Source: an optimization exercise on an open RTL-to-GDS flow (aim: small area). Production flows keep margins and buffers that such runs may drop. At most, simulation tests tie the RTL to the original design; equivalence was not proved. Function not checked in runs 1 to 4: the RTL went through the layout flow alone. Power figures rest on the tool's default switching activity, not on a simulated workload.

===== design.v =====
module DFT( output [31:0] real_value,
            output [31:0] imag_value,
            input [7:0] in,
            input clk, rst );
function [20:0] raddl;
  input [19:0] a, b;
  input ci;
  integer i;
  reg c;
  begin
    c = ci;
    for (i = 0; i < 20; i = i + 1) begin
      raddl[i] = a[i] ^ b[i] ^ c;
      c = (a[i] & b[i]) | (a[i] & c) | (b[i] & c);
    end
    raddl[20] = c;
  end
endfunction
function [5:0] raddh0;
  input [5:0] a, b;
  integer i;
  reg c;
  begin
    c = 1'b0;
    for (i = 0; i < 6; i = i + 1) begin
      raddh0[i] = a[i] ^ b[i] ^ c;
      c = (a[i] & b[i]) | (a[i] & c) | (b[i] & c);
    end
  end
endfunction
function [5:0] raddh1;
  input [5:0] a, b;
  integer i;
  reg c;
  begin
    c = 1'b1;
    for (i = 0; i < 6; i = i + 1) begin
      raddh1[i] = a[i] ^ b[i] ^ c;
      c = (a[i] & b[i]) | (a[i] & c) | (b[i] & c);
    end
  end
endfunction
function [25:0] radd;
  input [25:0] a, b;
  input ci;
  reg [20:0] l;
  begin
    l = raddl(a[19:0], b[19:0], ci);
    radd = {l[20] ? raddh1(a[25:20], b[25:20]) : raddh0(a[25:20], b[25:20]), l[19:0]};
  end
endfunction
function [8:0] radd9;
  input [8:0] a, b;
  input ci;
  integer i;
  reg c;
  begin
    c = ci;
    for (i = 0; i < 9; i = i + 1) begin
      radd9[i] = a[i] ^ b[i] ^ c;
      c = (a[i] & b[i]) | (a[i] & c) | (b[i] & c);
    end
  end
endfunction
function [22:0] tab;
  input [2:0] c;
  input [2:0] d;
  begin
    case (c)
      3'd1: case (d) 3'd1: tab = 23'd1048576; 3'd2: tab = 23'd2097152; 3'd3: tab = 23'd3145728; 3'd4: tab = 23'd4194304; default: tab = 23'd0; endcase
      3'd2: case (d) 3'd1: tab = 23'd968758; 3'd2: tab = 23'd1937516; 3'd3: tab = 23'd2906274; 3'd4: tab = 23'd3875032; default: tab = 23'd0; endcase
      3'd3: case (d) 3'd1: tab = 23'd741456; 3'd2: tab = 23'd1482912; 3'd3: tab = 23'd2224368; 3'd4: tab = 23'd2965824; default: tab = 23'd0; endcase
      3'd4: case (d) 3'd1: tab = 23'd741455; 3'd2: tab = 23'd1482910; 3'd3: tab = 23'd2224365; 3'd4: tab = 23'd2965820; default: tab = 23'd0; endcase
      3'd5: case (d) 3'd1: tab = 23'd401272; 3'd2: tab = 23'd802544; 3'd3: tab = 23'd1203816; 3'd4: tab = 23'd1605088; default: tab = 23'd0; endcase
      3'd6: case (d) 3'd1: tab = 23'd401273; 3'd2: tab = 23'd802546; 3'd3: tab = 23'd1203819; 3'd4: tab = 23'd1605092; default: tab = 23'd0; endcase
      default: tab = 23'd0;
    endcase
  end
endfunction
reg [7:0] lo [0:7];    
reg [7:0] hi [0:7];    
reg [4:0] j;           
reg [3:0] k;           
reg ld;                
reg [25:0] accr, acci;
reg [25:0] outr, outi;
wire ldA = ld & ~k[0] & j[4] & j[0];
wire ldB = ld &  k[0] & ~j[4] & ~j[3] & j[0];
wire ldC = ld &  k[0] & ~j[4] &  j[3] & j[0];
wire ldD = ld &  k[0] &  j[4] & j[0];
integer q;
always @(posedge clk) begin
  lo[0] <= ldA ? in : lo[7];
  lo[1] <= ldB ? in : lo[0];
  hi[0] <= ldC ? in : hi[7];
  hi[1] <= ldD ? in : hi[0];
  for (q = 2; q < 8; q = q + 1) begin
    lo[q] <= lo[q-1];
    hi[q] <= hi[q-1];
  end
end
always @(posedge clk) begin
  if (rst) begin
    j <= 5'd16;
    k <= 4'd14;
    ld <= 1'b1;
  end else if (j == 5'd23) begin
    j <= 5'd0;
    k <= k + 4'd1;
    if (k == 4'd15) ld <= 1'b0;
  end else begin
    j <= j + 5'd1;
  end
end
wire [7:0] a = lo[7];
wire [7:0] b = hi[7];
wire kn0 = k[0] ^ (j == 5'd23);    
wire [8:0] un = radd9({a[7], a}, {b[7], b} ^ {9{kn0}}, kn0);
reg [2:0] n;
always @(*) begin
  case (j[2:0])
    3'd0: n = 3'd3;
    3'd1: n = 3'd4;
    3'd2: n = 3'd0;
    3'd3: n = 3'd5;
    3'd4: n = 3'd1;
    3'd5: n = 3'd6;
    3'd6: n = 3'd2;
    3'd7: n = 3'd7;
  endcase
end
reg [3:0] g;
wire [1:0] pn = (j == 5'd23) ? 2'd0 : (j == 5'd7) ? 2'd1 : (j == 5'd15) ? 2'd2 : j[4:3];
always @(*) begin
  case (pn)
    2'd0: g = {un[2:0], 1'b0};
    2'd1: g = un[5:2];
    default: g = un[8:5];
  endcase
end
reg [2:0] dmn;
reg dnn;
always @(*) begin
  case (g)
    4'd0: begin dmn = 3'd0; dnn = 1'b0; end
    4'd1: begin dmn = 3'd1; dnn = 1'b0; end
    4'd2: begin dmn = 3'd1; dnn = 1'b0; end
    4'd3: begin dmn = 3'd2; dnn = 1'b0; end
    4'd4: begin dmn = 3'd2; dnn = 1'b0; end
    4'd5: begin dmn = 3'd3; dnn = 1'b0; end
    4'd6: begin dmn = 3'd3; dnn = 1'b0; end
    4'd7: begin dmn = 3'd4; dnn = 1'b0; end
    4'd8: begin dmn = 3'd4; dnn = 1'b1; end
    4'd9: begin dmn = 3'd3; dnn = 1'b1; end
    4'd10: begin dmn = 3'd3; dnn = 1'b1; end
    4'd11: begin dmn = 3'd2; dnn = 1'b1; end
    4'd12: begin dmn = 3'd2; dnn = 1'b1; end
    4'd13: begin dmn = 3'd1; dnn = 1'b1; end
    4'd14: begin dmn = 3'd1; dnn = 1'b1; end
    4'd15: begin dmn = 3'd0; dnn = 1'b0; end
  endcase
end
reg [2:0] dm;
reg dn;
always @(posedge clk) begin
  dm <= dmn;
  dn <= dnn;
end
wire [3:0] m = ({4{n[0]}} & k) + ({4{n[1]}} & {k[2:0], 1'b0}) + ({4{n[2]}} & {k[1:0], 2'b00});
wire altc = k[0] & n[1];
wire alt_r = altc & (n[2] == (k[1] ^ k[2]));
wire alt_i = altc & (n[2] != (k[1] ^ k[2]));
reg [2:0] rc, ic;
reg rs, is;
always @(*) begin
  case (m)
    4'd0: begin rs = 1'b0; rc = 3'd1; is = 1'b0; ic = 3'd0; end
    4'd1: begin rs = 1'b0; rc = 3'd2; is = 1'b1; ic = (alt_i ? 3'd6 : 3'd5); end
    4'd2: begin rs = 1'b0; rc = (alt_r ? 3'd4 : 3'd3); is = 1'b1; ic = (alt_i ? 3'd4 : 3'd3); end
    4'd3: begin rs = 1'b0; rc = (alt_r ? 3'd6 : 3'd5); is = 1'b1; ic = 3'd2; end
    4'd4: begin rs = 1'b0; rc = 3'd0; is = 1'b1; ic = 3'd1; end
    4'd5: begin rs = 1'b1; rc = (alt_r ? 3'd6 : 3'd5); is = 1'b1; ic = 3'd2; end
    4'd6: begin rs = 1'b1; rc = (alt_r ? 3'd4 : 3'd3); is = 1'b1; ic = (alt_i ? 3'd4 : 3'd3); end
    4'd7: begin rs = 1'b1; rc = 3'd2; is = 1'b1; ic = (alt_i ? 3'd6 : 3'd5); end
    4'd8: begin rs = 1'b1; rc = 3'd1; is = 1'b0; ic = 3'd0; end
    4'd9: begin rs = 1'b1; rc = 3'd2; is = 1'b0; ic = (alt_i ? 3'd6 : 3'd5); end
    4'd10: begin rs = 1'b1; rc = (alt_r ? 3'd4 : 3'd3); is = 1'b0; ic = (alt_i ? 3'd4 : 3'd3); end
    4'd11: begin rs = 1'b1; rc = (alt_r ? 3'd6 : 3'd5); is = 1'b0; ic = 3'd2; end
    4'd12: begin rs = 1'b0; rc = 3'd0; is = 1'b0; ic = 3'd1; end
    4'd13: begin rs = 1'b0; rc = (alt_r ? 3'd6 : 3'd5); is = 1'b0; ic = 3'd2; end
    4'd14: begin rs = 1'b0; rc = (alt_r ? 3'd4 : 3'd3); is = 1'b0; ic = (alt_i ? 3'd4 : 3'd3); end
    4'd15: begin rs = 1'b0; rc = 3'd2; is = 1'b0; ic = (alt_i ? 3'd6 : 3'd5); end
  endcase
end
wire [22:0] mr = tab(rc, dm);
wire [22:0] mi = tab(ic, dm);
wire nr = dn ^ rs;
wire ni = dn ^ is;
wire first = (j == 5'd0);
wire shift = (j == 5'd8) | (j == 5'd16);
wire [25:0] br = first ? 26'd0  : shift ? {{3{accr[25]}}, accr[25:3]} : accr;
wire [25:0] bi = first ? 26'd63 : shift ? {{3{acci[25]}}, acci[25:3]} : acci;
wire [25:0] sr = radd(br, {3'd0, mr} ^ {26{nr}}, nr);
wire [25:0] si = radd(bi, {3'd0, mi} ^ {26{ni}}, ni);
always @(posedge clk) begin
  accr <= sr;
  acci <= si;
  if (j == 5'd23) begin
    outr <= sr[25:0];
    outi <= si[25:0];
  end
end
assign real_value = {{3{outr[25]}}, outr, 3'b000};
assign imag_value = {{3{outi[25]}}, outi, 3'b000};
endmodule

===== flow/run.sh =====
#!/bin/bash
# The standard layout, with the port buffers made from the smallest buffer cell.
set -euo pipefail
export BUFFER_PORTS_ARGS="-buffer_cell sky130_fd_sc_hd__buf_1"
bash standard.sh > standard.log 2>&1

===== standard.sh =====
#!/bin/bash
# synth_recipe.tcl (not shown) runs the flow's synth.tcl, then flattens the netlist and writes it again
# the make line also repeats each setting of config.mk as NAME=value (left out here)
make -C /OpenROAD-flow-scripts/flow DESIGN_CONFIG=/design/flow/config.mk WORK_HOME=/design/flow/orfs CLKGATE_MAP_FILE= SYNTH_SCRIPT=/design/flow/synth_recipe.tcl "${@:-finish}"

===== config.mk =====
export PLATFORM = sky130hd
export DESIGN_NAME = DFT
export DESIGN_NICKNAME = DFT
export VERILOG_FILES = /design/flow/design.v
export SDC_FILE = /design/flow/constraint.sdc
export NUM_CORES = 4
export LEC_CHECK = 0
export ABC_AREA = 1
export CAP_MARGIN = 20
export CORE_MARGIN = 2
export CORE_UTILIZATION = 60
export CTS_CLUSTER_DIAMETER = 120
export CTS_CLUSTER_SIZE = 34
export SLEW_MARGIN = 20

===== constraint.sdc =====
create_clock -name core_clock -period 12.0 [get_ports {clk}]
set_input_delay 2.4000 -clock core_clock [delete_from_list [all_inputs] [get_ports {clk}]]
set_output_delay 2.4000 -clock core_clock [all_outputs]
set_load 0.01 [all_outputs]

==> results.sh, run 1 <==
export IMPL_dieArea_um2=18100
export IMPL_yosysSeqAreaShare_pct=53.7
export IMPL_min_period_ns=11.39
export IMPL_clk_pin_slew_worst_paths_ns=0.12
export IMPL_leakagePower_uw=0.00491
export IMPL_cts_resized=0
export IMPL_wl_per_cell_um=15.5
export IMPL_fin_cells=1306
export IMPL_ctsHtreeMaxLevel=1
export IMPL_path_max_fanout=8
export IMPL_critPathLaunchType="flop"
export IMPL_rsz0062_at_grt="no"
export IMPL_first_iter_violations=398
export IMPL_drv_slew=0
export IMPL_max_freq_mhz=87.8
export IMPL_crit_top_cell="fa_1"
export IMPL_hp_class="flop to flop"
export IMPL_peakVddDrop_mv=0.169
export IMPL_nNetsFinal=1165
export IMPL_tightest_slew_ns=0.753
export IMPL_cts_setup_buffers=0
export IMPL_fin_area_um2=11000
export IMPL_synth_ff_type="dfxtp_1"
export IMPL_setup_tns_ns=0
export IMPL_hpwl_um=15000
export IMPL_grt_max_degree=56
export IMPL_cts_made_buffers=11
export IMPL_ios=74
export IMPL_antenna_found_initial=0
export IMPL_routabilityCongestion=0.922
export IMPL_start_util_pct=61.6
export IMPL_synth_area_um2=10300
export IMPL_fp_row_count=47
export IMPL_num_fill_cells=1324
export IMPL_cts_sinks=249
export IMPL_drc=0
export IMPL_post_route_util_pct=66.3
export IMPL_vias=6717
export IMPL_startpoint="k[0]"
export IMPL_power_density_nw_per_um2=279
export IMPL_drive_gt1_share_pct=5.06
export IMPL_total_power_uw=3080
export IMPL_placed_cell_area_um2=10700
export IMPL_yosysWarnings=3
export IMPL_worstReg2RegStart="k[0]"
export IMPL_grt_overflow_total=0
export IMPL_fin_skew_ns=0.0345
export IMPL_n_antenna_cell=0
export IMPL_end_kind="flop"
export IMPL_firstDrtPassIters=5
export IMPL_slew_limit_headroom_pct=49.8
export IMPL_cts_buffer_depth=3
export IMPL_ant_nets=0
export IMPL_min_from="hi[3][0]"
export IMPL_areaGrowthSynthToFinish_pct=7.57
export IMPL_hold_viol=0
export IMPL_required_ns=12.24
export IMPL_criticalPathCategory="flop to flop"
export IMPL_die_w_um=135
export IMPL_synth_cells=1022
export IMPL_postSynthAreaPerCell_um2=10.0
export IMPL_async_flop_share_pct=0
export IMPL_cap_violations=0
export IMPL_ys_ff_latch=249
export IMPL_numPortBuffers=67
export IMPL_synth_edf_count=52
export IMPL_grt_pass1_wl_um=33400
export IMPL_cts_tree="yes"
export IMPL_die_h_um=135
export IMPL_dp_cells=1290
export IMPL_grt_pass1_vias=6699
export IMPL_status="no timing/DRC/antenna violations"
export IMPL_post_route_period_util_pct=94.9
export IMPL_root_buffer="clkbuf_16"
export IMPL_slowest_delay_ns=0.54
export IMPL_clkLatencyLatePin_ns=0.48
export IMPL_slowest_stage="fa_1"
export IMPL_hold_buffers=0
export IMPL_wl_um=20300
export IMPL_via_per_inst=5.14
export IMPL_ys_types=46
export IMPL_grt_usage_pct=23.3
export IMPL_core_um2=16600
export IMPL_worstPathArrival_ns=11.64
export IMPL_setup_viol=0
==> per-stage QoR <==
stage / hold slack, ns / setup WS [ns]
after floorplan: 0.310 / 1.03
after global placement: 0.310 / 0.546
after detailed placement: 0.312 / 0.438
after CTS: 0.329 / 0.361
after global routing: 0.332 / 0.0426
final: 0.322 / 0.606
==> placed cells by master, fill, tap and decap left out, types with 6 or more instances in the layout <==
cell	netlist	routed
fa_1	46	45
buf_4	13	9
xor2_1	42	42
nand2_2	7	7
ha_1	26	26
inv_2	6	6
nand3_1	48	48
dfxtp_1	197	194
nand2_1	178	178
xnor2_1	23	23
conb_1	1	6
inv_1	137	137
clkbuf_16	0	11
o21ai_0	73	73
o211ai_1	21	21
edfxtp_1	52	52
a21oi_1	31	30
nor2_1	58	57
buf_1	2	67
==> where the power goes <==
group	internal, µW	switching, µW
Combinational	536	892
Clock	177	243
Sequential	1170	63.1
==> layer usage <==
layer  vias to the layer above  global-route usage (%)  routed length, µm  share of wire (%)
li1                       3351                       -                  -                  -
met2                       145                    40.5              10100                 50
met5                         -                       0                  0                  0
met1                      3182                    30.0               8800                 43
met4                         0                    7.54                624                3.1
met3                        39                    3.64                761                3.8
==> critical path, delay by kind of cell (launching register included) <==
family,cells,cell delay (ns)
xor+xnor,3,0.54
buf+inv,4,0.30
simple gates,3,0.39
flops,1,0.40
fa+ha+maj,21,9.04
compound gates,3,0.50
==> cells by family after synthesis <==
kind of cell,count (synthesis),share of synthesized area [%]
other,1,0.0366
XOR/XNOR,67,5.87
adder cells (fa/ha/maj),72,12.2
flip-flops,249,53.7
AND/OR/NAND/NOR,310,13.0
multiplexers,1,0.0976
buffers and inverters,177,6.98
AO/OA/AOI/OAI,145,8.14
==> Yosys cell counts, drive strengths merged, types with 2 or more instances <==
library cell,number,area (µm²)
a21oi,32,164
and2,2,12.5
buf,17,115
clkbuf,16,60.1
dfxtp,197,3940
edfxtp,52,1560
fa,46,921
ha,26,325
inv,143,537
nand2,187,743
nand3,51,278
nor2,61,246
nor3,6,35.0
o2111ai,5,43.8
o211ai,21,158
o21ai,78,394
o221ai,2,17.5
o22ai,3,18.8
xnor2,24,218
xor2,43,384
==> registers in the layout (all words and copies together), names as in the netlist <==
name and cells:
hi 64, lo 64, acci 26, accr 26, outi 26, outr 26
j 5, k 4, dm 3, n 3, dn 1, ld 1
==> final cells by class <==
type	instances	area [µm²]	area share, %
sequential	249	5510	50.0
multi-input combinational	601	4060	36.9
inverter	144	541	4.90
timing repair buffer	76	319	2.89
clock buffer	15	290	2.63
tap	220	275	2.50
clock inverter	1	30.0	0.272
==> path summary, 6_finish.rpt <==
kind / slack (ns) / depth (start not counted) / endpoint
max: 0.61 / 34 / outr[23]
min: 0.32 / 0 / hi[4][0]
max reg2reg: 0.61 / 34 / outr[23]
min reg2reg: 0.32 / 0 / hi[4][0]
==> run 2: changes to the inputs <==
--- a/config.mk
+++ b/config.mk
@@ -11,4 +11,4 @@
 export CORE_UTILIZATION = 60
 export CTS_CLUSTER_DIAMETER = 120
-export CTS_CLUSTER_SIZE = 34
+export CTS_CLUSTER_SIZE = 28
 export SLEW_MARGIN = 20
==> results.sh, run 2 <==
export IMPL_max_freq_mhz=87.8
export IMPL_critPathLaunchType="flop"
export IMPL_synth_area_um2=10300
export IMPL_hpwl_um=15000
export IMPL_r2r_worst_path_cells=34
export IMPL_ios=74
export IMPL_core_um2=16600
export IMPL_die_h_um=135
export IMPL_yosysMostFrequentCell="dfxtp_1"
export IMPL_first_iter_violations=404
export IMPL_clkLatencyLatePin_ns=0.49
export IMPL_cts_sinks=249
export IMPL_drv_slew=0
export IMPL_r2r_slack_ns=0.61
export IMPL_yosysSeqAreaShare_pct=53.7
export IMPL_required_ns=12.25
export IMPL_top_regs="hi: 64 flops, lo: 64 flops"
export IMPL_antenna_found_initial=0
export IMPL_fp_row_count=47
export IMPL_crit_top_cell="fa_1"
export IMPL_numPortBuffers=67
export IMPL_grt_pass1_vias=6664
export IMPL_ys_ff_latch=249
export IMPL_post_route_util_pct=66.4
export IMPL_peakVddDrop_mv=0.167
export IMPL_ant_nets=0
export IMPL_nNetsFinal=1166
export IMPL_synth_top_area_share_pct=38.5
export IMPL_die_w_um=135
export IMPL_dieArea_um2=18100
export IMPL_preCtsSetupSlack_ns=0.438
export IMPL_num_fill_cells=1326
export IMPL_leakagePower_uw=0.00492
export IMPL_grt_pass1_wl_um=33300
export IMPL_power_density_nw_per_um2=280
export IMPL_root_buffer="clkbuf_16"
export IMPL_cts_tree="yes"
export IMPL_postSynthAreaPerCell_um2=10.0
export IMPL_slowest_stage="fa_1"
export IMPL_clk_pin_slew_worst_paths_ns=0.11
export IMPL_synthTopCellsByArea="dfxtp_1, edfxtp_1, fa_1"
export IMPL_criticalPathCategory="flop to flop"
export IMPL_start_util_pct=61.6
export IMPL_ys_types=46
export IMPL_n_antenna_cell=0
export IMPL_cts_made_buffers=12
export IMPL_grt_overflow_total=0
export IMPL_final_cell_mix="dfxtp_1, nand2_1, inv_1, o21ai_0, buf_1"
export IMPL_grt_max_degree=56
export IMPL_firstDrtPassIters=5
export IMPL_ctsHtreeMaxLevel=1
export IMPL_areaGrowthSynthToFinish_pct=7.72
export IMPL_wl_um=20300
export IMPL_hold_viol=0
export IMPL_cap_violations=0
export IMPL_wl_per_cell_um=15.5
export IMPL_setup_slack_ns=0.605
export IMPL_setup_viol=0
export IMPL_drive_gt1_share_pct=5.24
export IMPL_final_common_cell="dfxtp_1"
export IMPL_yosysWarnings=3
export IMPL_grt_usage_pct=23.2
export IMPL_via_per_inst=5.15
export IMPL_synth_commonest_cells="dfxtp_1, nand2_1, inv_1"
export IMPL_holdPathStages=0
export IMPL_setup_tns_ns=0
export IMPL_status="no timing/DRC/antenna violations"
export IMPL_tightest_slew_ns=0.764
export IMPL_fin_skew_ns=0.0193
export IMPL_vias=6731
export IMPL_post_route_period_util_pct=95.0
export IMPL_worstPathArrival_ns=11.64
export IMPL_synth_ff_type="dfxtp_1"
export IMPL_end_kind="flop"
export IMPL_synth_edf_count=52
export IMPL_rsz0062_at_grt="no"
export IMPL_drc=0
export IMPL_slew_limit_headroom_pct=49.1
export IMPL_synth_cells=1022
export IMPL_cts_buffer_depth=3
export IMPL_async_flop_share_pct=0
export IMPL_hold_buffers=0
export IMPL_whs_ns=0.327
export IMPL_path_max_fanout=8
export IMPL_dp_cells=1290
export IMPL_slowest_delay_ns=0.54
export IMPL_fin_cells=1308
export IMPL_hp_class="flop to flop"
export IMPL_synth_area_leader_cell="dfxtp_1"
export IMPL_routabilityCongestion=0.922
export IMPL_min_period_ns=11.39
run 2: cell counts after synthesis:
No cell type changed its count.
run 2: worst paths after layout:
check            from        to
max reg2reg      k[0]  outr[23]
min          lo[3][1]  lo[4][1]
max              k[0]  outr[23]
min reg2reg  lo[3][1]  lo[4][1]
run 2: final cells by class:
class | count | area, µm² | area share, %
Clock buffer | 16 | 315 | 2.85
Clock inverter | 2 | 21.3 | 0.193
Inverter | 144 | 541 | 4.89
Multi-Input combinational cell | 601 | 4060 | 36.8
Sequential cell | 249 | 5510 | 49.9
Tap cell | 220 | 275 | 2.49
Timing Repair Buffer | 76 | 319 | 2.89
run 2: per-stage QoR:
| step | total power [µW] | cell area (µm²) |
|---|---|---|
| after CTS | 3110 | 11000 |
| after global routing | 3370 | 11000 |
| after floorplan | 2320 | 10300 |
| after global placement | 2630 | 10700 |
| final | 3090 | 11000 |
| after detailed placement | 2670 | 10700 |
run 2: repair_timing:
action                     in CTS  in global routing
setup buffers                   0                  0
setup endpoints to repair       0                  8
gates resized for setup         0                  5
run 2: critical path, delay by kind of cell (launching register included):
family | cells | cell delay [ns]
buf+inv | 4 | 0.30
xor+xnor | 3 | 0.54
flops | 1 | 0.40
fa+ha+maj | 21 | 9.04
simple gates | 3 | 0.39
compound gates | 3 | 0.50
run 2: power breakdown:
| part | internal (µW) | switching (µW) |
|---|---|---|
| sequential | 1170 | 63.0 |
| combinational | 535 | 891 |
| clock | 190 | 245 |
| total | 1890 | 1200 |
run 2: logic make-up after synthesis:
logic type	Yosys count	share of synthesized area (%)
AND/OR/NAND/NOR	310	13.0
flip-flops	249	53.7
buffers and inverters	177	6.98
AO/OA/AOI/OAI	145	8.14
adder cells (fa/ha/maj)	72	12.2
XOR/XNOR	67	5.87
other	1	0.0366
multiplexers	1	0.0976
run 2: metal layers:
metal  GRT usage (%)  vias up  part of all wire, %
met3            3.12       39                  4.2
met2            40.2      161                   49
met5               0        -                    0
li1                -     3351                    -
met4            8.30        0                  3.4
met1            29.9     3180                   43
==> run 3: changes to the inputs <==
--- a/config.mk
+++ b/config.mk
@@ -10,5 +10,6 @@
 export CORE_MARGIN = 2
 export CORE_UTILIZATION = 60
-export CTS_CLUSTER_DIAMETER = 120
-export CTS_CLUSTER_SIZE = 28
+export CTS_BUF_LIST = sky130_fd_sc_hd__clkbuf_4 sky130_fd_sc_hd__clkbuf_8 sky130_fd_sc_hd__clkbuf_16
+export CTS_CLUSTER_DIAMETER = 60
+export CTS_CLUSTER_SIZE = 16
 export SLEW_MARGIN = 20
==> results.sh, run 3 <==
export IMPL_slowest_delay_ns=0.54
export IMPL_fin_skew_ns=0.0216
export IMPL_p_comb_share_pct=44.1
export IMPL_synth_edf_count=52
export IMPL_leakagePower_uw=0.00504
export IMPL_post_route_period_util_pct=94.8
export IMPL_clock_power_share_pct=18.1
export IMPL_synth_commonest_cells="dfxtp_1, nand2_1, inv_1"
export IMPL_grt_overflow_total=0
export IMPL_core_um2=16600
export IMPL_hp_class="flop to flop"
export IMPL_power_density_nw_per_um2=289
export IMPL_die_h_um=135
export IMPL_grt_max_degree=56
export IMPL_wl_per_cell_um=15.7
export IMPL_power_internal_uw=2020
export IMPL_async_flop_share_pct=0
export IMPL_synth_top_area_share_pct=38.5
export IMPL_min_period_ns=11.38
export IMPL_firstDrtPassIters=5
export IMPL_rsz0062_at_grt="no"
export IMPL_worst_r2r_endpoint="outr[23]"
export IMPL_status="no timing/DRC/antenna violations"
export IMPL_antenna_found_initial=0
export IMPL_synth_area_leader_cell="dfxtp_1"
export IMPL_drive_gt1_share_pct=6.55
export IMPL_yosysWarnings=3
export IMPL_p_sw_share_pct=37.9
export IMPL_hold_buffers=0
export IMPL_ant_nets=0
export IMPL_root_buffer="clkbuf_16"
export IMPL_slowest_stage="fa_1"
export IMPL_critPathLaunchType="flop"
export IMPL_yosysMostFrequentCell="dfxtp_1"
export IMPL_synth_area_um2=10300
export IMPL_numPortBuffers=67
export IMPL_setup_viol=0
export IMPL_final_common_cell="dfxtp_1"
export IMPL_grt_usage_pct=23.7
export IMPL_grt_pass1_vias=6827
export IMPL_routabilityCongestion=0.922
export IMPL_clkLatencyLatePin_ns=0.51
export IMPL_yosysSeqAreaShare_pct=53.7
export IMPL_n_antenna_cell=0
export IMPL_synth_cells=1022
export IMPL_slew_limit_headroom_pct=49.2
export IMPL_wl_um=20700
export IMPL_hold_viol=0
export IMPL_p_switching_uw=1230
export IMPL_total_power_uw=3260
export IMPL_max_freq_mhz=87.9
export IMPL_path_max_fanout=8
export IMPL_required_ns=12.34
export IMPL_num_fill_cells=1297
export IMPL_setup_tns_ns=0
export IMPL_ios=74
export IMPL_first_iter_violations=421
export IMPL_r2r_worst_path_cells=35
export IMPL_cts_resized=0
export IMPL_postSynthAreaPerCell_um2=10.0
export IMPL_r2r_slack_ns=0.62
export IMPL_dieArea_um2=18100
export IMPL_grt_pass1_wl_um=34000
export IMPL_peakVddDrop_mv=0.183
export IMPL_cap_violations=0
export IMPL_criticalPathCategory="flop to flop"
export IMPL_ys_ff_latch=249
export IMPL_p_seq_share_pct=37.8
export IMPL_drv_slew=0
export IMPL_tightest_slew_ns=0.761
export IMPL_drc=0
export IMPL_cts_setup_buffers=0
export IMPL_ctsHtreeMaxLevel=1
export IMPL_holdPathStages=0
export IMPL_post_route_util_pct=67.7
export IMPL_nNetsFinal=1173
export IMPL_cts_tree="yes"
export IMPL_min_from="lo[6][2]"
export IMPL_fp_row_count=47
export IMPL_areaGrowthSynthToFinish_pct=9.91
export IMPL_cts_buffer_depth=3
export IMPL_final_cell_mix="dfxtp_1, nand2_1, inv_1, o21ai_0, buf_1"
export IMPL_hold_end="lo[7][2]"
export IMPL_synth_ff_type="dfxtp_1"
export IMPL_crit_top_cell="fa_1"
export IMPL_clk_pin_slew_worst_paths_ns=0.08
export IMPL_synthTopCellsByArea="dfxtp_1, edfxtp_1, fa_1"
export IMPL_hpwl_um=15000
export IMPL_start_util_pct=61.6
export IMPL_worstPathArrival_ns=11.72
export IMPL_ys_types=46
export IMPL_cts_made_buffers=19
export IMPL_cts_sinks=249
export IMPL_worstReg2RegStart="k[0]"
export IMPL_via_per_inst=5.18
export IMPL_top_regs="hi: 64 flops, lo: 64 flops"
export IMPL_vias=6836
export IMPL_end_kind="flop"
export IMPL_die_w_um=135
==> run 3: cells by family after synthesis <==
group | count (synthesis) | share of synthesized area [%]
compound gates | 145 | 8.14
xor+xnor | 67 | 5.87
fa+ha+maj | 72 | 12.2
buf+inv | 177 | 6.98
flops | 249 | 53.7
mux | 1 | 0.0976
other cells | 1 | 0.0366
simple gates | 310 | 13.0
==> run 3: routing by layer <==
metal  track usage [%]  wire [µm]  vias up
li1                  -          -     3362
met1              30.1       8770     3238
met2              41.0      10200      195
met3              4.02       1020       41
met4              8.65        704        0
met5                 0          0        -
==> run 3: layout make-up <==
class / count / area (µm²) / share of cell area [%]
clock buffers: 27 / 542 / 4.81
inverters: 144 / 541 / 4.80
multi-input cells: 601 / 4070 / 36.1
clock inverters: 2 / 16.3 / 0.144
flip-flops and latches: 249 / 5510 / 48.9
repair buffers: 76 / 319 / 2.83
well taps: 220 / 275 / 2.44
==> run 3: worst max path at each step <==
stage / from / to
final: k[0] / outr[23]
after global routing: k[2] / outr[23]
after CTS: k[0] / outr[23]
after detailed placement: k[0] / outr[23]
after global placement: k[0] / outr[23]
after floorplan: k[0] / outr[23]
==> run 3: critical path, delay by kind of cell (launching register included) <==
family                     cells  cell delay [ns]
AOI/OAI and AO/OA              3             0.40
xor gates and xnor gates       3             0.58
buffers and inverters          4             0.31
DFF                            1             0.39
and+or+nand+nor                4             0.52
adders and majority gates     21             9.05
==> run 3: stage by stage <==
| stage | hold WS, ns | setup WS (ns) | instances | area [µm²] |
|---|---|---|---|---|
| after global routing | 0.326 | 0.0514 | 1319 | 11300 |
| final | 0.316 | 0.620 | 1319 | 11300 |
| after global placement | 0.310 | 0.546 | 1290 | 10700 |
| after floorplan | 0.310 | 1.03 | 1027 | 10300 |
| after CTS | 0.320 | 0.386 | 1319 | 11300 |
| after detailed placement | 0.312 | 0.438 | 1290 | 10700 |
==> run 3: power by group through the flow <==
stage	clock (µW)	combinational, µW	sequential [µW]
floorplan	0	1100	1230
global placement	0	1380	1250
CTS	601	1430	1230
global route	628	1660	1240
detailed placement	0	1420	1250
finish	590	1440	1230
==> run 4: changes to the inputs <==
--- a/config.mk
+++ b/config.mk
@@ -10,6 +10,6 @@
 export CORE_MARGIN = 2
 export CORE_UTILIZATION = 60
-export CTS_BUF_LIST = sky130_fd_sc_hd__clkbuf_4 sky130_fd_sc_hd__clkbuf_8 sky130_fd_sc_hd__clkbuf_16
-export CTS_CLUSTER_DIAMETER = 60
-export CTS_CLUSTER_SIZE = 16
+export CTS_BUF_LIST = sky130_fd_sc_hd__clkbuf_8
+export CTS_CLUSTER_DIAMETER = 50
+export CTS_CLUSTER_SIZE = 12
 export SLEW_MARGIN = 20
==> results.sh, run 4 <==
export IMPL_status="no timing/DRC/antenna violations"
export IMPL_num_fill_cells=1332
export IMPL_root_buffer="clkbuf_8"
export IMPL_hp_class="flop to flop"
export IMPL_cap_violations=0
export IMPL_nNetsFinal=1180
export IMPL_core_um2=16600
export IMPL_end_kind="flop"
export IMPL_clock_power_share_pct=16.0
export IMPL_whs_ns=0.320
export IMPL_power_density_nw_per_um2=283
export IMPL_multi_input_area_um2=4060
export IMPL_wl_met2_um=10400
export IMPL_n_antenna_cell=0
export IMPL_drc=0
export IMPL_power_internal_uw=1940
export IMPL_peakVddDrop_mv=0.140
export IMPL_p_seq_share_pct=38.9
export IMPL_wl_per_cell_um=15.6
export IMPL_die_w_um=135
export IMPL_dieArea_um2=18100
export IMPL_wl_um=20800
export IMPL_async_flop_share_pct=0
export IMPL_ctsHtreeMaxLevel=1
export IMPL_grt_usage_pct=23.8
export IMPL_top_regs="hi: 64 flops, lo: 64 flops"
export IMPL_cts_made_buffers=26
export IMPL_firstDrtPassIters=5
export IMPL_hpwl_um=15000
export IMPL_clk_pin_slew_worst_paths_ns=0.09
export IMPL_synthTopCellsByArea="dfxtp_1, edfxtp_1, fa_1"
export IMPL_grt_overflow_total=0
export IMPL_wl_met3_um=943
export IMPL_ys_types=46
export IMPL_cts_buffer_depth=3
export IMPL_top_layer="met4"
export IMPL_ios=74
export IMPL_setup_viol=0
export IMPL_synth_top_area_share_pct=38.5
export IMPL_p_sw_share_pct=38.9
export IMPL_worstPathArrival_ns=11.71
export IMPL_cts_resized=0
export IMPL_leakagePower_uw=0.00504
export IMPL_slowest_delay_ns=0.54
export IMPL_routabilityCongestion=0.922
export IMPL_p_switching_uw=1230
export IMPL_areaGrowthSynthToFinish_pct=9.03
export IMPL_cts_sinks=249
export IMPL_synth_area_leader_cell="dfxtp_1"
export IMPL_clkLatencyLatePin_ns=0.57
export IMPL_hold_buffers=0
export IMPL_min_period_ns=11.38
export IMPL_grt_max_degree=56
export IMPL_crit_top_cell="fa_1"
export IMPL_fin_skew_ns=0.0298
export IMPL_synth_area_um2=10300
export IMPL_fp_row_count=47
export IMPL_path_max_fanout=8
export IMPL_critPathLaunchType="flop"
export IMPL_grt_pass1_wl_um=34100
export IMPL_cts_setup_buffers=0
export IMPL_tightest_slew_ns=0.765
export IMPL_synth_cells=1022
export IMPL_total_power_uw=3170
export IMPL_via_per_inst=5.13
export IMPL_cts_tree="yes"
export IMPL_required_ns=12.32
export IMPL_hold_viol=0
export IMPL_yosysSeqAreaShare_pct=53.7
export IMPL_yosysWarnings=3
export IMPL_max_freq_mhz=87.8
export IMPL_synth_edf_count=52
export IMPL_grt_pass1_vias=6884
export IMPL_synth_commonest_cells="dfxtp_1, nand2_1, inv_1"
export IMPL_seq_area_um2=5510
export IMPL_p_comb_share_pct=45.0
export IMPL_drv_slew=0
export IMPL_start_util_pct=61.6
export IMPL_yosysMostFrequentCell="dfxtp_1"
export IMPL_setup_tns_ns=0
export IMPL_final_cell_mix="dfxtp_1, nand2_1, inv_1, o21ai_0, buf_1"
export IMPL_die_h_um=135
export IMPL_numPortBuffers=67
export IMPL_slowest_stage="fa_1"
export IMPL_met1Wirelength_um=8840
export IMPL_antenna_found_initial=0
export IMPL_final_common_cell="dfxtp_1"
export IMPL_postSynthAreaPerCell_um2=10.0
export IMPL_ys_ff_latch=249
export IMPL_first_iter_violations=385
export IMPL_drive_gt1_share_pct=6.74
export IMPL_synth_ff_type="dfxtp_1"
export IMPL_post_route_period_util_pct=94.9
export IMPL_vias=6832
export IMPL_criticalPathCategory="flop to flop"
export IMPL_rsz0062_at_grt="no"
export IMPL_ant_nets=0
export IMPL_placed_cell_area_um2=10700
export IMPL_slew_limit_headroom_pct=49.0
export IMPL_fin_area_um2=11200
==> run 4: kinds of logic after synthesis <==
family                   share of synthesized area [%]
AND/OR/NAND/NOR                                   13.0
flip-flops                                        53.7
buffers and inverters                             6.98
AO/OA/AOI/OAI                                     8.14
adder cells (fa/ha/maj)                           12.2
XOR/XNOR                                          5.87
other                                           0.0366
multiplexers                                    0.0976
==> run 4: worst paths after layout <==
kind         slack (ns)  depth (start not counted)  startpoint  endpoint
max                0.62                         34        n[2]  outr[23]
min                0.32                          0    lo[5][0]  lo[6][0]
max reg2reg        0.62                         34        n[2]  outr[23]
min reg2reg        0.32                          0    lo[5][0]  lo[6][0]
==> run 4: final cells by class <==
type / instances / area share (%)
clock buffers: 27 / 3.32
clock inverters: 15 / 0.884
inverters: 144 / 4.84
multi-input cells: 601 / 36.4
flip-flops and latches: 249 / 49.3
well taps: 220 / 2.46
repair buffers: 76 / 2.85
==> run 4: metrics by stage <==
stage	utilization (%)	cells	setup WS, ns
2_1_floorplan	-	1027	1.03
3_3_place_gp	64.3	1290	0.546
3_5_place_dp	64.3	1290	0.438
4_1_cts	67.1	1332	0.379
5_1_grt	67.2	1332	0.0577
6_report	67.2	1332	0.616
==> run 4: power by group through the flow <==
stage	clock (µW)	sequential [µW]	combinational, µW
after floorplan	0	1230	1100
after global placement	0	1250	1380
after CTS	524	1230	1430
after detailed placement	0	1250	1420
final	508	1230	1430
after global routing	549	1240	1660
==> run 4: critical path, delay by kind of cell, from the launching register on <==
family | cells | cell delay, ns
and+or+nand+nor | 3 | 0.41
adders and majority gates | 21 | 9.05
DFF | 1 | 0.38
buffers and inverters | 4 | 0.31
xor gates and xnor gates | 3 | 0.53
AOI/OAI and AO/OA | 3 | 0.50
==> run 4: routing by layer <==
layer	up-vias	global-route usage [%]
met5	-	0
met2	169	41.7
li1	3385	-
met3	46	3.45
met1	3232	29.9
met4	0	9.24
==> run 5: changes to the inputs <==
--- a/design.v
+++ b/design.v
@@ -171,26 +171,28 @@
 wire alt_r = altc & (n[2] == (k[1] ^ k[2]));
 wire alt_i = altc & (n[2] != (k[1] ^ k[2]));
-reg [2:0] rc, ic;
-reg rs, is;
+reg [2:0] rcn, icn;
+reg rsn, isn;
 always @(*) begin
   case (m)
-    4'd0: begin rs = 1'b0; rc = 3'd1; is = 1'b0; ic = 3'd0; end
-    4'd1: begin rs = 1'b0; rc = 3'd2; is = 1'b1; ic = (alt_i ? 3'd6 : 3'd5); end
-    4'd2: begin rs = 1'b0; rc = (alt_r ? 3'd4 : 3'd3); is = 1'b1; ic = (alt_i ? 3'd4 : 3'd3); end
-    4'd3: begin rs = 1'b0; rc = (alt_r ? 3'd6 : 3'd5); is = 1'b1; ic = 3'd2; end
-    4'd4: begin rs = 1'b0; rc = 3'd0; is = 1'b1; ic = 3'd1; end
-    4'd5: begin rs = 1'b1; rc = (alt_r ? 3'd6 : 3'd5); is = 1'b1; ic = 3'd2; end
-    4'd6: begin rs = 1'b1; rc = (alt_r ? 3'd4 : 3'd3); is = 1'b1; ic = (alt_i ? 3'd4 : 3'd3); end
-    4'd7: begin rs = 1'b1; rc = 3'd2; is = 1'b1; ic = (alt_i ? 3'd6 : 3'd5); end
-    4'd8: begin rs = 1'b1; rc = 3'd1; is = 1'b0; ic = 3'd0; end
-    4'd9: begin rs = 1'b1; rc = 3'd2; is = 1'b0; ic = (alt_i ? 3'd6 : 3'd5); end
-    4'd10: begin rs = 1'b1; rc = (alt_r ? 3'd4 : 3'd3); is = 1'b0; ic = (alt_i ? 3'd4 : 3'd3); end
-    4'd11: begin rs = 1'b1; rc = (alt_r ? 3'd6 : 3'd5); is = 1'b0; ic = 3'd2; end
-    4'd12: begin rs = 1'b0; rc = 3'd0; is = 1'b0; ic = 3'd1; end
-    4'd13: begin rs = 1'b0; rc = (alt_r ? 3'd6 : 3'd5); is = 1'b0; ic = 3'd2; end
-    4'd14: begin rs = 1'b0; rc = (alt_r ? 3'd4 : 3'd3); is = 1'b0; ic = (alt_i ? 3'd4 : 3'd3); end
-    4'd15: begin rs = 1'b0; rc = 3'd2; is = 1'b0; ic = (alt_i ? 3'd6 : 3'd5); end
-  endcase
-end
+    4'd0: begin rsn = 1'b0; rcn = 3'd1; isn = 1'b0; icn = 3'd0; end
+    4'd1: begin rsn = 1'b0; rcn = 3'd2; isn = 1'b1; icn = (alt_i ? 3'd6 : 3'd5); end
+    4'd2: begin rsn = 1'b0; rcn = (alt_r ? 3'd4 : 3'd3); isn = 1'b1; icn = (alt_i ? 3'd4 : 3'd3); end
+    4'd3: begin rsn = 1'b0; rcn = (alt_r ? 3'd6 : 3'd5); isn = 1'b1; icn = 3'd2; end
+    4'd4: begin rsn = 1'b0; rcn = 3'd0; isn = 1'b1; icn = 3'd1; end
+    4'd5: begin rsn = 1'b1; rcn = (alt_r ? 3'd6 : 3'd5); isn = 1'b1; icn = 3'd2; end
+    4'd6: begin rsn = 1'b1; rcn = (alt_r ? 3'd4 : 3'd3); isn = 1'b1; icn = (alt_i ? 3'd4 : 3'd3); end
+    4'd7: begin rsn = 1'b1; rcn = 3'd2; isn = 1'b1; icn = (alt_i ? 3'd6 : 3'd5); end
+    4'd8: begin rsn = 1'b1; rcn = 3'd1; isn = 1'b0; icn = 3'd0; end
+    4'd9: begin rsn = 1'b1; rcn = 3'd2; isn = 1'b0; icn = (alt_i ? 3'd6 : 3'd5); end
+    4'd10: begin rsn = 1'b1; rcn = (alt_r ? 3'd4 : 3'd3); isn = 1'b0; icn = (alt_i ? 3'd4 : 3'd3); end
+    4'd11: begin rsn = 1'b1; rcn = (alt_r ? 3'd6 : 3'd5); isn = 1'b0; icn = 3'd2; end
+    4'd12: begin rsn = 1'b0; rcn = 3'd0; isn = 1'b0; icn = 3'd1; end
+    4'd13: begin rsn = 1'b0; rcn = (alt_r ? 3'd6 : 3'd5); isn = 1'b0; icn = 3'd2; end
+    4'd14: begin rsn = 1'b0; rcn = (alt_r ? 3'd4 : 3'd3); isn = 1'b0; icn = (alt_i ? 3'd4 : 3'd3); end
+    4'd15: begin rsn = 1'b0; rcn = 3'd2; isn = 1'b0; icn = (alt_i ? 3'd6 : 3'd5); end
+  endcase
+end
+wire [2:0] rc = rcn, ic = icn;
+wire rs = rsn, is = isn;
 wire [22:0] mr = tab(rc, dm);
 wire [22:0] mi = tab(ic, dm);
--- a/config.mk
+++ b/config.mk
@@ -9,7 +9,6 @@
 export CAP_MARGIN = 20
 export CORE_MARGIN = 2
-export CORE_UTILIZATION = 60
-export CTS_BUF_LIST = sky130_fd_sc_hd__clkbuf_8
-export CTS_CLUSTER_DIAMETER = 50
-export CTS_CLUSTER_SIZE = 12
+export CORE_UTILIZATION = 75
+export CTS_CLUSTER_DIAMETER = 80
+export CTS_CLUSTER_SIZE = 24
 export SLEW_MARGIN = 20
==> results.sh, run 5 <==
export IMPL_drv_slew=0
export IMPL_cts_buffer_depth=3
export IMPL_cts_resized=0
export IMPL_async_flop_share_pct=0
export IMPL_ant_nets=0
export IMPL_worstPathArrival_ns=11.76
export IMPL_critPathLaunchType="flop"
export IMPL_cap_violations=0
export IMPL_hold_buffers=0
export IMPL_post_route_util_pct=83.3
export IMPL_path_max_fanout=8
export IMPL_leakagePower_uw=0.00496
export IMPL_peakVddDrop_mv=0.194
export IMPL_clock_power_share_pct=15.3
export IMPL_synth_top_area_share_pct=38.5
export IMPL_hp_class="flop to flop"
export IMPL_hpwl_um=16500
export IMPL_synth_ff_type="dfxtp_1"
export IMPL_final_common_cell="dfxtp_1"
export IMPL_dp_cells=1247
export IMPL_grt_pass1_wl_um=38100
export IMPL_yosysWarnings=3
export IMPL_setup_viol=0
export IMPL_wl_per_cell_um=18.9
export IMPL_grt_usage_pct=33.8
export IMPL_yosysMostFrequentCell="dfxtp_1"
export IMPL_cts_made_buffers=14
export IMPL_p_sw_share_pct=39.4
export IMPL_first_iter_violations=639
export IMPL_synth_edf_count=52
export IMPL_fin_cells=1269
export IMPL_cts_tree="yes"
export IMPL_postSynthAreaPerCell_um2=10.0
export IMPL_grt_max_degree=56
export IMPL_num_fill_cells=749
export IMPL_die_h_um=121
export IMPL_fin_skew_ns=0.0352
export IMPL_clkLatencyLatePin_ns=0.49
export IMPL_synth_area_um2=10300
export IMPL_synth_commonest_cells="dfxtp_1, nand2_1, inv_1"
export IMPL_ys_ff_latch=249
export IMPL_ctsHtreeMaxLevel=1
export IMPL_clk_pin_slew_worst_paths_ns=0.10
export IMPL_fp_row_count=42
export IMPL_cts_sinks=249
export IMPL_synth_cells=1022
export IMPL_nNetsFinal=1169
export IMPL_firstDrtPassIters=6
export IMPL_grt_pass1_vias=7503
export IMPL_cts_setup_buffers=0
export IMPL_end_kind="flop"
export IMPL_final_cell_mix="dfxtp_1, nand2_1, inv_1, o21ai_0, buf_1"
export IMPL_drive_gt1_share_pct=5.49
export IMPL_tightest_slew_ns=0.841
export IMPL_status="no timing/DRC/antenna violations"
export IMPL_max_freq_mhz=86.8
export IMPL_slew_limit_headroom_pct=43.6
export IMPL_numPortBuffers=67
export IMPL_p_comb_share_pct=46.3
export IMPL_post_route_period_util_pct=96.0
export IMPL_slowest_delay_ns=0.54
export IMPL_ys_types=46
export IMPL_root_buffer="clkbuf_16"
export IMPL_required_ns=12.24
export IMPL_drc=0
export IMPL_synthTopCellsByArea="dfxtp_1, edfxtp_1, fa_1"
export IMPL_die_w_um=121
export IMPL_routabilityCongestion=0.939
export IMPL_areaGrowthSynthToFinish_pct=8.02
export IMPL_top_regs="hi: 64 flops, lo: 64 flops"
export IMPL_dieArea_um2=14600
export IMPL_p_seq_share_pct=38.4
export IMPL_wl_um=24000
export IMPL_p_switching_uw=1270
export IMPL_core_um2=13300
export IMPL_total_power_uw=3220
export IMPL_ios=74
export IMPL_crit_top_cell="fa_1"
export IMPL_via_per_inst=5.77
export IMPL_slowest_stage="fa_1"
export IMPL_synth_area_leader_cell="dfxtp_1"
export IMPL_power_internal_uw=1950
export IMPL_n_antenna_cell=0
export IMPL_hold_viol=0
export IMPL_grt_overflow_total=0
export IMPL_start_util_pct=77.1
export IMPL_vias=7328
export IMPL_yosysSeqAreaShare_pct=53.7
export IMPL_min_period_ns=11.52
export IMPL_antenna_found_initial=0
export IMPL_criticalPathCategory="flop to flop"
export IMPL_power_density_nw_per_um2=291
## run 5: cell types whose count changed in the layout (fill, tap and decap cells not counted), moves of 3 or more
cell	before	now
clkbuf_8	27	0
inv_1	147	137
clkbuf_16	0	15
clkbuf_1	0	6
inv_6	3	0
## run 5: layout make-up
type	instances	area [µm²]	share of cell area, %
inverters	144	541	4.88
repair buffers	77	327	2.95
well taps	176	220	1.99
multi-input cells	601	4060	36.7
clock buffers	21	398	3.59
flip-flops and latches	249	5510	49.7
clock inverters	1	16.3	0.147
## run 5: metrics by stage
stage / setup TNS [ns] / setup slack, ns / instance area, µm² / hold slack, ns
after floorplan: 0 / 1.03 / 10300 / 0.310
after global placement: 0 / 0.558 / 10700 / 0.310
after detailed placement: 0 / 0.383 / 10700 / 0.312
after CTS: 0 / 0.333 / 11100 / 0.322
after global routing: -0.00865 / -0.00865 / 11100 / 0.331
final: 0 / 0.478 / 11100 / 0.320
## run 5: power by group through the flow
| stage | Clock [µW] | Combinational, µW | Sequential (µW) |
|---|---|---|---|
| floorplan | 0 | 1100 | 1230 |
| global placement | 0 | 1360 | 1240 |
| detailed placement | 0 | 1450 | 1250 |
| global route | 525 | 1690 | 1250 |
| CTS | 498 | 1480 | 1240 |
| finish | 494 | 1490 | 1240 |
## run 5: worst paths after layout
path             from       end  slack (ns)  cells past startpoint
min          lo[6][2]  lo[7][2]        0.32                      0
min reg2reg  lo[6][2]  lo[7][2]        0.32                      0
max              k[0]  outr[23]        0.48                     34
max reg2reg      k[0]  outr[23]        0.48                     34
## run 5: worst max-delay path: cells and delay by family (launching register included)
family,cells,cell delay (ns)
compound gates,3,0.53
xor+xnor,3,0.54
fa+ha+maj,21,9.12
buf+inv,4,0.30
flops,1,0.41
simple gates,3,0.41
## run 5: cell families after synthesis
family                     after synthesis  synth area share, %
and+or+nand+nor                        310                 13.0
DFF                                    249                 53.7
buffers and inverters                  177                 6.98
AOI/OAI and AO/OA                      145                 8.14
adders and majority gates               72                 12.2
xor gates and xnor gates                67                 5.87
other                                    1               0.0366
muxes                                    1               0.0976
## run 5: routing by layer
layer | vias to the layer above | wire length, µm | share of wire, % | track usage, %
met4 | 0 | 1330 | 5.5 | 17.5
met5 | - | 0 | 0 | 0
met1 | 3529 | 8820 | 37 | 39.8
met2 | 326 | 12300 | 51 | 59.7
met3 | 101 | 1530 | 6.4 | 4.98
li1 | 3372 | - | - | -
==> run 6: changes to the inputs <==
--- a/config.mk
+++ b/config.mk
@@ -9,6 +9,6 @@
 export CAP_MARGIN = 20
 export CORE_MARGIN = 2
-export CORE_UTILIZATION = 75
-export CTS_CLUSTER_DIAMETER = 80
-export CTS_CLUSTER_SIZE = 24
+export CORE_UTILIZATION = 60
+export CTS_CLUSTER_DIAMETER = 70
+export CTS_CLUSTER_SIZE = 30
 export SLEW_MARGIN = 20
==> results.sh, run 6 <==
export IMPL_root_buffer="clkbuf_16"
export IMPL_worst_r2r_endpoint="outr[23]"
export IMPL_num_fill_cells=1313
export IMPL_wl_um=20600
export IMPL_post_route_period_util_pct=95.0
export IMPL_setup_viol=0
export IMPL_top_regs="hi: 64 flops, lo: 64 flops"
export IMPL_areaGrowthSynthToFinish_pct=9.15
export IMPL_yosysMostFrequentCell="dfxtp_1"
export IMPL_drive_gt1_share_pct=6.04
export IMPL_cts_tree="yes"
export IMPL_synth_area_leader_cell="dfxtp_1"
export IMPL_first_iter_violations=406
export IMPL_clk_pin_slew_worst_paths_ns=0.10
export IMPL_fp_row_count=47
export IMPL_yosysWarnings=3
export IMPL_nNetsFinal=1168
export IMPL_routabilityCongestion=0.922
export IMPL_max_freq_mhz=87.7
export IMPL_synth_top_area_share_pct=38.5
export IMPL_cts_buffer_depth=3
export IMPL_fin_skew_ns=0.0152
export IMPL_grt_max_degree=56
export IMPL_grt_usage_pct=23.7
export IMPL_power_density_nw_per_um2=286
export IMPL_drc=0
export IMPL_r2r_worst_path_cells=34
export IMPL_setup_tns_ns=0
export IMPL_via_per_inst=5.18
export IMPL_grt_pass1_vias=6812
export IMPL_min_from="lo[4][1]"
export IMPL_preCtsSetupSlack_ns=0.438
export IMPL_cts_made_buffers=14
export IMPL_grt_pass1_wl_um=34100
export IMPL_yosysSeqAreaShare_pct=53.7
export IMPL_die_w_um=135
export IMPL_n_antenna_cell=0
export IMPL_cts_sinks=249
export IMPL_grt_overflow_total=0
export IMPL_hold_end="lo[5][1]"
export IMPL_vias=6796
export IMPL_synth_ff_type="dfxtp_1"
export IMPL_ctsHtreeMaxLevel=1
export IMPL_core_um2=16600
export IMPL_ys_ff_latch=249
export IMPL_antenna_found_initial=0
export IMPL_final_common_cell="dfxtp_1"
export IMPL_die_h_um=135
export IMPL_min_period_ns=11.40
export IMPL_peakVddDrop_mv=0.174
export IMPL_hold_viol=0
export IMPL_ys_types=46
export IMPL_slowest_delay_ns=0.54
export IMPL_criticalPathCategory="flop to flop"
export IMPL_firstDrtPassIters=5
export IMPL_numPortBuffers=67
export IMPL_holdPathStages=0
export IMPL_worstReg2RegStart="k[0]"
export IMPL_r2r_slack_ns=0.60
export IMPL_worstPathArrival_ns=11.64
export IMPL_slew_limit_headroom_pct=48.8
export IMPL_final_cell_mix="dfxtp_1, nand2_1, inv_1, o21ai_0, buf_1"
export IMPL_rsz0062_at_grt="no"
export IMPL_wl_per_cell_um=15.7
export IMPL_hp_class="flop to flop"
export IMPL_synth_edf_count=52
export IMPL_path_max_fanout=8
export IMPL_tightest_slew_ns=0.764
export IMPL_synth_area_um2=10300
export IMPL_ant_nets=0
export IMPL_crit_top_cell="fa_1"
export IMPL_cap_violations=0
export IMPL_setup_slack_ns=0.597
export IMPL_start_util_pct=61.6
export IMPL_hpwl_um=15000
export IMPL_slowest_stage="fa_1"
export IMPL_synth_cells=1022
export IMPL_end_kind="flop"
export IMPL_dieArea_um2=18100
export IMPL_postSynthAreaPerCell_um2=10.0
export IMPL_async_flop_share_pct=0
export IMPL_required_ns=12.23
export IMPL_leakagePower_uw=0.00500
export IMPL_critPathLaunchType="flop"
export IMPL_ios=74
export IMPL_drv_slew=0
export IMPL_clkLatencyLatePin_ns=0.49
export IMPL_synth_commonest_cells="dfxtp_1, nand2_1, inv_1"
export IMPL_synthTopCellsByArea="dfxtp_1, edfxtp_1, fa_1"
export IMPL_status="no timing/DRC/antenna violations"
==> run 6: area by class of cell <==
class | instances | area (µm²) | area share [%]
multi-input cells | 601 | 4060 | 36.3
flip-flops and latches | 249 | 5510 | 49.2
inverters | 144 | 541 | 4.83
clock buffers | 16 | 389 | 3.48
well taps | 220 | 275 | 2.46
clock inverters | 7 | 93.8 | 0.839
repair buffers | 76 | 319 | 2.85
==> run 6: per-stage QoR <==
stage / hold WS (ns) / instance area, µm² / total power (µW) / utilization, % / std cells
finish: 0.334 / 11200 / 3200 / 67.2 / 1313
global route: 0.333 / 11200 / 3490 / 67.2 / 1313
CTS: 0.326 / 11200 / 3220 / 67.2 / 1313
detailed placement: 0.312 / 10700 / 2670 / 64.3 / 1290
global placement: 0.310 / 10700 / 2630 / 64.3 / 1290
floorplan: 0.310 / 10300 / 2320 / - / 1027
==> run 6: layer usage <==
metal / GRT usage [%] / part of all wire [%]
met2: 41.3 / 50
met3: 3.38 / 4.4
met5: 0 / 0
met1: 30.4 / 43
met4: 7.95 / 2.9
==> run 6: power by group <==
part           switching [µW]  internal [µW]  total, µW  leakage, µW
clock                     286            251        537     0.000238
sequential               63.3           1170       1230      0.00211
combinational             899            536       1430      0.00265
total                    1250           1960       3200      0.00500
==> run 6: logic make-up after synthesis <==
logic type | Yosys count | share of synthesized area, %
buffers and inverters | 177 | 6.98
other | 1 | 0.0366
XOR/XNOR | 67 | 5.87
flip-flops | 249 | 53.7
multiplexers | 1 | 0.0976
AND/OR/NAND/NOR | 310 | 13.0
adder cells (fa/ha/maj) | 72 | 12.2
AO/OA/AOI/OAI | 145 | 8.14
==> run 6: repair_timing <==
item,in CTS,in global routing
buffers inserted,0,0
setup endpoints to repair,0,8
hold buffers,0,0
gates resized for setup,0,5
==> run 6: worst max path at each step <==
stage               from        to  slack [ns]  depth (start not counted)
floorplan           k[0]  outr[23]        1.03                         35
global placement    k[0]  outr[23]        0.55                         35
detailed placement  k[0]  outr[23]        0.44                         35
CTS                 k[0]  outr[23]        0.38                         36
global route        k[0]  outr[23]        0.02                         34
finish              k[0]  outr[23]        0.60                         34
==> run 6: worst max-delay path, delay by kind of cell (launching register included) <==
kind	cells	cell delay, ns
DFF	1	0.40
AOI/OAI and AO/OA	3	0.51
buffers and inverters	4	0.30
and+or+nand+nor	3	0.39
adders and majority gates	21	9.04
xor gates and xnor gates	3	0.53
==> run 7: changes to the inputs <==
--- a/config.mk
+++ b/config.mk
@@ -10,5 +10,5 @@
 export CORE_MARGIN = 2
 export CORE_UTILIZATION = 60
-export CTS_CLUSTER_DIAMETER = 70
-export CTS_CLUSTER_SIZE = 30
+export CTS_CLUSTER_DIAMETER = 80
+export CTS_CLUSTER_SIZE = 24
 export SLEW_MARGIN = 20
==> results.sh, run 7 <==
export IMPL_cts_tree="yes"
export IMPL_core_um2=16600
export IMPL_critPathTopFamily="adder cells"
export IMPL_slowest_delay_ns=0.54
export IMPL_setup_viol=0
export IMPL_synthTopCellsByArea="dfxtp_1, edfxtp_1, fa_1"
export IMPL_die_w_um=135
export IMPL_final_common_cell="dfxtp_1"
export IMPL_status="no timing/DRC/antenna violations"
export IMPL_p_seq_share_pct=39.3
export IMPL_worstReg2RegStart="k[0]"
export IMPL_peakVddDrop_mv=0.158
export IMPL_min_period_ns=11.36
export IMPL_end_kind="flop"
export IMPL_crit_buf_inv=4
export IMPL_first_iter_violations=398
export IMPL_p_sw_share_pct=38.6
export IMPL_tightest_slew_ns=0.758
export IMPL_root_buffer="clkbuf_16"
export IMPL_final_cell_mix="dfxtp_1, nand2_1, inv_1, o21ai_0, buf_1"
export IMPL_p_comb_share_pct=45.5
export IMPL_hpwl_um=15000
export IMPL_setup_tns_ns=0
export IMPL_holdPathStages=0
export IMPL_post_route_period_util_pct=94.7
export IMPL_required_ns=12.25
export IMPL_async_flop_share_pct=0
export IMPL_grt_pass1_wl_um=33600
export IMPL_grt_usage_pct=23.4
export IMPL_r2r_worst_path_cells=34
export IMPL_drv_slew=0
export IMPL_slowest_stage="fa_1"
export IMPL_synth_ff_type="dfxtp_1"
export IMPL_synth_edf_count=52
export IMPL_clk_pin_slew_worst_paths_ns=0.09
export IMPL_grt_overflow_total=0
export IMPL_r2r_slack_ns=0.64
export IMPL_synth_cells=1022
export IMPL_start_util_pct=61.6
export IMPL_areaGrowthSynthToFinish_pct=8.32
export IMPL_wl_met3_um=842
export IMPL_cts_made_buffers=14
export IMPL_fin_skew_ns=0.0190
export IMPL_post_route_util_pct=66.7
export IMPL_synth_top_area_share_pct=38.5
export IMPL_nNetsFinal=1168
export IMPL_num_fill_cells=1310
export IMPL_hold_viol=0
export IMPL_top_layer="met4"
export IMPL_wl_um=20400
export IMPL_worstPathArrival_ns=11.61
export IMPL_rsz0062_at_grt="no"
export IMPL_clock_power_share_pct=15.2
export IMPL_wl_met2_um=10100
export IMPL_worst_r2r_endpoint="outr[23]"
export IMPL_dieArea_um2=18100
export IMPL_yosysWarnings=3
export IMPL_cts_sinks=249
export IMPL_wl_per_cell_um=15.6
export IMPL_whs_ns=0.320
export IMPL_crit_top_cell="fa_1"
export IMPL_hold_end="lo[2][6]"
export IMPL_die_h_um=135
export IMPL_synth_area_um2=10300
export IMPL_cap_violations=0
export IMPL_via_per_inst=5.17
export IMPL_fin_cells=1311
export IMPL_met1Wirelength_um=8740
export IMPL_critPathLaunchType="flop"
export IMPL_dp_cells=1290
export IMPL_fp_row_count=47
export IMPL_ys_types=46
export IMPL_hp_class="flop to flop"
export IMPL_top_regs="hi: 64 flops, lo: 64 flops"
export IMPL_slew_limit_headroom_pct=49.2
export IMPL_placed_cell_area_um2=10700
export IMPL_min_from="lo[1][6]"
export IMPL_ctsHtreeMaxLevel=1
export IMPL_path_max_fanout=8
export IMPL_numPortBuffers=67
export IMPL_synth_area_leader_cell="dfxtp_1"
export IMPL_startpoint="k[0]"
export IMPL_clkLatencyLatePin_ns=0.50
export IMPL_n_antenna_cell=0
export IMPL_power_internal_uw=1920
export IMPL_cts_buffer_depth=3
export IMPL_yosysSeqAreaShare_pct=53.7
export IMPL_yosysMostFrequentCell="dfxtp_1"
export IMPL_max_freq_mhz=88.0
export IMPL_fin_area_um2=11100
export IMPL_postSynthAreaPerCell_um2=10.0
export IMPL_p_switching_uw=1210
export IMPL_antenna_found_initial=0
export IMPL_routabilityCongestion=0.922
export IMPL_firstDrtPassIters=5
export IMPL_leakagePower_uw=0.00496
export IMPL_ant_nets=0
export IMPL_cts_setup_buffers=0
export IMPL_power_density_nw_per_um2=282
export IMPL_vias=6775
export IMPL_grt_max_degree=56
export IMPL_criticalPathCategory="flop to flop"
export IMPL_grt_pass1_vias=6719
export IMPL_drive_gt1_share_pct=5.50
export IMPL_ys_ff_latch=249
export IMPL_synth_commonest_cells="dfxtp_1, nand2_1, inv_1"
export IMPL_drc=0
export IMPL_ios=74
-- run 7: cell counts after synthesis --
Identical to the previous run, type by type.
-- run 7: how the worst max path moves through the flow --
stage | to | slack, ns | depth (start not counted)
detailed placement | outr[23] | 0.44 | 35
CTS | outr[23] | 0.37 | 36
global route | outr[23] | 0.02 | 33
floorplan | outr[23] | 1.03 | 35
global placement | outr[23] | 0.55 | 35
finish | outr[23] | 0.64 | 34
-- run 7: metal layers --
layer	GRT usage, %	vias up
met5	0	-
met4	8.60	0
met3	3.23	43
met2	40.7	175
met1	30.0	3204
li1	-	3353
-- run 7: what timing repair did --
item                                    in CTS  in global routing
resized for setup                            0                  4
hold buffers                                 0                  0
endpoints found under the setup margin       0                  8
-- run 7: kinds of logic (layout without fill, tap and decap cells) --
kind of cell               after synthesis  in the layout  synth area share, %
buffers and inverters                  177            241                 6.98
and+or+nand+nor                        310            310                 13.0
AOI/OAI and AO/OA                      145            145                 8.14
muxes                                    1              1               0.0976
xor gates and xnor gates                67             67                 5.87
DFF                                    249            249                 53.7
other                                    1              6               0.0366
adders and majority gates               72             72                 12.2
-- run 7: per-stage QoR --
stage,worst slack [ns],power (µW)
2_1_floorplan,1.03,2320
3_3_place_gp,0.546,2630
3_5_place_dp,0.438,2670
4_1_cts,0.370,3150
5_1_grt,0.0220,3420
6_report,0.637,3130
-- run 7: power by group through the flow --
stage	sequential, µW	clock (µW)	combinational, µW
after floorplan	1230	0	1100
after global placement	1250	0	1380
after detailed placement	1250	0	1420
after CTS	1230	489	1430
after global routing	1240	514	1660
final	1230	478	1420
-- run 7: worst reg2reg max path: cells and delay by family (launching register included) --
kind / cells / cell delay [ns]
AO/OA/AOI/OAI: 3 / 0.49
XOR/XNOR: 3 / 0.53
adder cells (fa/ha/maj): 21 / 9.02
buffers and inverters: 4 / 0.29
flip-flops: 1 / 0.39
AND/OR/NAND/NOR: 3 / 0.39
-- run 7: cell type report --
class	instances	area, µm²	area share (%)
Clock inverter	4	37.5	0.338
Clock buffer	17	362	3.26
Inverter	144	541	4.87
Multi-Input combinational cell	601	4060	36.6
Sequential cell	249	5510	49.6
Timing Repair Buffer	76	319	2.87
Tap cell	220	275	2.48

## separate check: timing with driven ports
The results above use ideal ports. As a check the final layouts listed here were re-extracted and re-timed, cells and wires unchanged.
Step 1 assumes that a clkbuf_16 drives the clock port and a buf_2 every other input.
Step 2 adds t to the input delays and takes it off the output delays; t is the mean of the earliest and latest rising clock arrival at the registers after step 1. Input paths then give back, and output paths get back, about the clock's delay inside the block.
Slacks: ideal / step 1 / step 2; pairs: ideal / step 1.
run | shift t [ns] | setup WS [ns] | hold WS [ns] | worst register clock-pin slew, ns | worst data-port slew with drivers (ns)
run 1 | 0.514 | 0.606 / 0.606 / 0.606 | 0.322 / 0.322 / 0.322 | 0.12 / 0.12 | 0.03
run 2 | 0.526 | 0.605 / 0.605 / 0.605 | 0.327 / 0.327 / 0.327 | 0.11 / 0.11 | 0.03
run 3 | 0.547 | 0.620 / 0.620 / 0.620 | 0.316 / 0.316 / 0.316 | 0.08 / 0.08 | 0.03
run 4 | 0.595 | 0.616 / 0.616 / 0.616 | 0.320 / 0.320 / 0.320 | 0.09 / 0.09 | 0.03
run 5 | 0.514 | 0.478 / 0.478 / 0.478 | 0.320 / 0.320 / 0.320 | 0.10 / 0.10 | 0.04
run 6 | 0.523 | 0.597 / 0.597 / 0.597 | 0.334 / 0.334 / 0.334 | 0.10 / 0.10 | 0.03
run 7 | 0.532 | 0.637 / 0.637 / 0.637 | 0.320 / 0.320 / 0.320 | 0.09 / 0.09 | 0.03
After both steps every run listed still meets setup and hold.
